Source: an optimization exercise on an open RTL-to-GDS flow (aim: small area and a short achievable clock period). Production flows keep margins and buffers that such runs may drop.
The RTL was checked by simulation tests, not by an equivalence proof against the original design.
Power is estimated from default activity; no workload was simulated.

## v16
Design four_ports_fifo, start of the top module:
module four_ports_fifo(
	input wire clk,
	input wire resetn,
	input wire [31:0] data0,
	input wire [31:0] data1,
	input wire [31:0] data2,
	input wire [31:0] data3,
	input wire [2:0] wen,
	input wire [2:0] ren,
	output reg [32:0] dout0,
	output reg [32:0] dout1,
	output reg [32:0] dout2,
	output reg [32:0] dout3,
	output wire empty,
	output wire full
);
Size in the first run: about 3300 cells after synthesis, ~270 I/O pins, ~49000 um^2 of cells after synthesis.
==> module four_ports_fifo, before the edit <==
module four_ports_fifo(
	input wire clk,
	input wire resetn,
	input wire [31:0] data0,
	input wire [31:0] data1,
	input wire [31:0] data2,
	input wire [31:0] data3,
	input wire [2:0] wen,
	input wire [2:0] ren,
	output reg [32:0] dout0,
	output reg [32:0] dout1,
	output reg [32:0] dout2,
	output reg [32:0] dout3,
	output wire empty,
	output wire full
);
	reg [31:0] mem [0:31];    
	reg [3:0] wlo, rlo;
	reg [2:0] wrow [0:3];
	reg [7:0] rsel [0:3];
	reg [31:0] th;
	wire [3:0] has  = th[3:0];                           
	wire [4:1] room = ~{th[28], th[29], th[30], th[31]};   
	assign empty = ~th[0];
	assign full  = th[31];
	integer b, k, r, w, m, j;
	reg [32:0] crg;
	wire [4:1] wdec;
	assign wdec[4] = wen[2];
	assign wdec[3] = ~wen[2] & (wen[1:0] == 2'd3);
	assign wdec[2] = ~wen[2] & (wen[1:0] == 2'd2);
	assign wdec[1] = ~wen[2] & (wen[1:0] == 2'd1);
	wire [4:1] acw = wdec & room;
	wire acc = |acw;
	reg [31:0] wd [0:3];
	reg [3:0]  bwe;
	reg [4:1]  qb [0:3];
	always @(*) begin
		for (b = 0; b < 4; b = b + 1) begin
			for (w = 1; w < 5; w = w + 1) begin
				qb[b][w] = 1'b0;
				for (k = 0; k < w; k = k + 1)
					qb[b][w] = qb[b][w] | wlo[(b - k) & 3];
				qb[b][w] = qb[b][w] & room[w];
			end
			bwe[b] = |(wdec & qb[b]);
			wd[b] = ({32{wlo[(b - 0) & 3]}} & data0) |
			        ({32{wlo[(b - 1) & 3]}} & data1) |
			        ({32{wlo[(b - 2) & 3]}} & data2) |
			        ({32{wlo[(b - 3) & 3]}} & data3);
		end
	end
	always @(posedge clk) begin
		for (b = 0; b < 4; b = b + 1)
			for (r = 0; r < 8; r = r + 1)
				if (bwe[b] && wrow[b] == r) mem[4*r + b] <= wd[b];
	end
	reg [31:0] rd [0:3];
	always @(*) begin
		for (b = 0; b < 4; b = b + 1) begin
			rd[b] = 32'd0;
			for (r = 0; r < 8; r = r + 1)
				rd[b] = rd[b] | ({32{rsel[b][r]}} & mem[4*r + b]);
		end
	end
	wire [4:0] rdec;
	assign rdec[4] = ren[2];
	assign rdec[3] = ~ren[2] & (ren[1:0] == 2'd3);
	assign rdec[2] = ~ren[2] & (ren[1:0] == 2'd2);
	assign rdec[1] = ~ren[2] & (ren[1:0] == 2'd1);
	assign rdec[0] = ~ren[2] & (ren[1:0] == 2'd0);
	wire [3:0] rgt = {rdec[4], |rdec[4:3], |rdec[4:2], |rdec[4:1]};    
	wire [3:0] v = rgt & has & {4{resetn}};    
	reg [31:0] q [0:3];
	reg [3:0]  rc;      
	always @(*) begin
		for (k = 0; k < 4; k = k + 1) begin
			q[k] = 32'd0;
			for (b = 0; b < 4; b = b + 1)
				q[k] = q[k] | ({32{v[k] & rlo[(b - k) & 3]}} & rd[b]);
		end
		for (b = 0; b < 4; b = b + 1) begin
			rc[b] = 1'b0;
			for (k = 0; k < 4; k = k + 1)
				rc[b] = rc[b] | (rlo[(b - k) & 3] & v[k]);
		end
	end
	always @(posedge clk) begin
		dout0 <= {v[0], q[0]};
		dout1 <= {v[1], q[1]};
		dout2 <= {v[2], q[2]};
		dout3 <= {v[3], q[3]};
	end
	wire [4:0] wis = {acw, ~acc};    
	wire [4:0] nis;     
	assign nis[0] = ~v[0];
	assign nis[1] = v[0] & ~v[1];
	assign nis[2] = v[1] & ~v[2];
	assign nis[3] = v[2] & ~v[3];
	assign nis[4] = v[3];
	reg [31:0] th_n;
	reg [3:0] wlo_nx, rlo_nx;
	integer c;
	always @(*) begin
		for (j = 1; j < 33; j = j + 1) begin
			crg[j] = 1'b0;
			for (m = 0; m < 5; m = m + 1)
				if (m + j <= 32) crg[j] = crg[j] | (rdec[m] & th[m + j - 1]);
		end
		for (c = 1; c < 33; c = c + 1) begin
			th_n[c - 1] = 1'b0;
			for (w = 0; w < 5; w = w + 1)
				th_n[c - 1] = th_n[c - 1] | (wis[w] & ((c - w <= 0) ? 1'b1 : crg[(c - w) & 63]));
		end
		wlo_nx = 4'd0;
		rlo_nx = 4'd0;
		for (w = 0; w < 4; w = w + 1)
			for (b = 0; b < 4; b = b + 1) begin
				wlo_nx[b] = wlo_nx[b] | ((wis[w] | (w == 0 && wis[4])) & wlo[(b - w) & 3]);
				rlo_nx[b] = rlo_nx[b] | ((nis[w] | (w == 0 && nis[4])) & rlo[(b - w) & 3]);
			end
	end
	always @(posedge clk) begin
		if (~resetn) begin
			wlo     <= 4'b0001;
			rlo     <= 4'b0001;
			for (b = 0; b < 4; b = b + 1) begin
				wrow[b] <= 3'd0;
				rsel[b] <= 8'b00000001;
			end
			th      <= 32'd0;
		end else begin
			wlo     <= wlo_nx;
			rlo     <= rlo_nx;
			for (b = 0; b < 4; b = b + 1) begin
				if (bwe[b]) wrow[b] <= wrow[b] + 3'd1;
				if (rc[b])  rsel[b] <= {rsel[b][6:0], rsel[b][7]};
			end
			th      <= th_n;
		end
	end
endmodule
clock: 6.0 ns
lec_check: 0
cap_margin: 10
core_margin: 2
core_utilization: 50
cts_cluster_diameter: 100
cts_cluster_size: 25
place_density: 0.65
setup_slack_margin: 3.6
slew_margin: 10
tns_end_percent: 100
buffer_ports_args: -buffer_cell sky130_fd_sc_hd__buf_2
post_global_place_tcl: /design/flow/flow/pull_out_ffs.tcl
post_global_route_tcl: /design/flow/flow/recover_area.tcl
standard.sh (not shown) runs the stock make flow with config.mk's settings and CLKGATE_MAP_FILE= SYNTH_SCRIPT=/design/flow/synth_recipe.tcl, a recipe that flattens the netlist after the stock synthesis.
==> flow/flow/run.sh <==
#!/bin/bash
# The standard layout (the standard.sh) with these changes to how it is made:
#  - the input and output ports get plain buf_2 buffers instead of the resizer's
#    default pick, a delay cell;
#  - after global placement, each register that drives an output port is moved
#    next to that port's buffer (pull_out_ffs.tcl); detailed placement legalizes it;
#  - timing repair may resize cells across footprints (MATCH_CELL_FOOTPRINT=0);
#  - after global routing, cells off the critical paths are downsized while the
#    worst slack stays as reached (recover_area.tcl).
# make's full output goes to make_finish.log; ORFS writes each step's log under orfs/logs/.
set -euo pipefail
here=$(pwd)
cat >> config.mk <<EOC
export BUFFER_PORTS_ARGS = -buffer_cell sky130_fd_sc_hd__buf_2
export POST_GLOBAL_PLACE_TCL = $here/flow/pull_out_ffs.tcl
export POST_GLOBAL_ROUTE_TCL = $here/flow/recover_area.tcl
EOC
bash standard.sh MATCH_CELL_FOOTPRINT=0 finish > make_finish.log 2>&1
Other scripts of this flow, unchanged in this note and not shown: flow/flow/pull_out_ffs.tcl, flow/flow/recover_area.tcl
v16 did not stop at any stage, and its layout met the timing, design-rule and antenna checks.
Input-level comparison between v33 and v16:
--- a/flow/design.v
+++ b/flow/design.v
@@ -16,7 +16,7 @@
 );
 	reg [31:0] mem [0:31];    
 	reg [3:0] wlo, rlo;
-	reg [2:0] wrow [0:3];
+	reg [7:0] wsel [0:3];
 	reg [7:0] rsel [0:3];
 	reg [31:0] th;
 	wire [3:0] has  = th[3:0];                           
@@ -53,7 +53,7 @@
 	always @(posedge clk) begin
 		for (b = 0; b < 4; b = b + 1)
 			for (r = 0; r < 8; r = r + 1)
-				if (bwe[b] && wrow[b] == r) mem[4*r + b] <= wd[b];
+				if (bwe[b] && wsel[b][r]) mem[4*r + b] <= wd[b];
 	end
 	reg [31:0] rd [0:3];
 	always @(*) begin
@@ -70,14 +70,15 @@
 	assign rdec[1] = ~ren[2] & (ren[1:0] == 2'd1);
 	assign rdec[0] = ~ren[2] & (ren[1:0] == 2'd0);
 	wire [3:0] rgt = {rdec[4], |rdec[4:3], |rdec[4:2], |rdec[4:1]};    
-	wire [3:0] v = rgt & has & {4{resetn}};    
+	wire [3:0] vr = rgt & has;                 
+	wire [3:0] v = vr & {4{resetn}};           
 	reg [31:0] q [0:3];
 	reg [3:0]  rc;      
 	always @(*) begin
 		for (k = 0; k < 4; k = k + 1) begin
 			q[k] = 32'd0;
 			for (b = 0; b < 4; b = b + 1)
-				q[k] = q[k] | ({32{v[k] & rlo[(b - k) & 3]}} & rd[b]);
+				q[k] = q[k] | ({32{vr[k] & rlo[(b - k) & 3]}} & rd[b]);
 		end
 		for (b = 0; b < 4; b = b + 1) begin
 			rc[b] = 1'b0;
@@ -86,10 +87,10 @@
 		end
 	end
 	always @(posedge clk) begin
-		dout0 <= {v[0], q[0]};
-		dout1 <= {v[1], q[1]};
-		dout2 <= {v[2], q[2]};
-		dout3 <= {v[3], q[3]};
+		dout0 <= {v[0], q[0] & {32{resetn}}};
+		dout1 <= {v[1], q[1] & {32{resetn}}};
+		dout2 <= {v[2], q[2] & {32{resetn}}};
+		dout3 <= {v[3], q[3] & {32{resetn}}};
 	end
 	wire [4:0] wis = {acw, ~acc};    
 	wire [4:0] nis;     
@@ -125,7 +126,7 @@
 			wlo     <= 4'b0001;
 			rlo     <= 4'b0001;
 			for (b = 0; b < 4; b = b + 1) begin
-				wrow[b] <= 3'd0;
+				wsel[b] <= 8'b00000001;
 				rsel[b] <= 8'b00000001;
 			end
 			th      <= 32'd0;
@@ -133,7 +134,7 @@
 			wlo     <= wlo_nx;
 			rlo     <= rlo_nx;
 			for (b = 0; b < 4; b = b + 1) begin
-				if (bwe[b]) wrow[b] <= wrow[b] + 3'd1;
+				if (bwe[b]) wsel[b] <= {wsel[b][6:0], wsel[b][7]};
 				if (rc[b])  rsel[b] <= {rsel[b][6:0], rsel[b][7]};
 			end
 			th      <= th_n;
Findings:
- Number of antenna violations at the first check in global routing (lower): v16
- From v16 to v33 the numbers moved as follows: hold slack went down; clock-buffer cell count went up; setup fix buffers added after clock tree synthesis went down; combinational cell fraction of total power went down; sequential share of layout area went up.
- Going from v16 to v33, maximum vdd ir drop decreased about 1.7%, count of filler cells inserted in the layout increased 4.8%.
- v33 — global routing usage on met3 0.40 points lower, v16 as reference

## separate check: timing with driven ports
How much do the figures lean on ideal ports? The routed layouts below were timed once more, with nothing changed but the port constraints. Step 1: set_driving_cell puts a clkbuf_16 on clk and a buf_2 on each other input, an assumption about the parent block. Step 2 moves the port delays by t, midway between the first and last clock arrival at a register: inputs arrive t later, outputs are due t later. That takes back most of the time a late clock gives input paths. Three values: ideal, step 1, step 2; two values: the first two.
run | t, ns | slack for setup (ns) | worst register clock-pin slew, ns | worst slew at a driven data input, ns | cell pins on the clock port's net
v16 | 0.759 | 3.389 / 3.369 / 2.610 | 0.11 / 0.11 | 0.12 | 1
v33 | 0.786 | 3.456 / 3.459 / 2.673 | 0.12 / 0.12 | 0.20 | 1
After both steps setup and hold are still met in every run listed. The setup slack of v33, which loses most, moves by +0.003 ns with the drivers and by -0.783 ns with both steps.
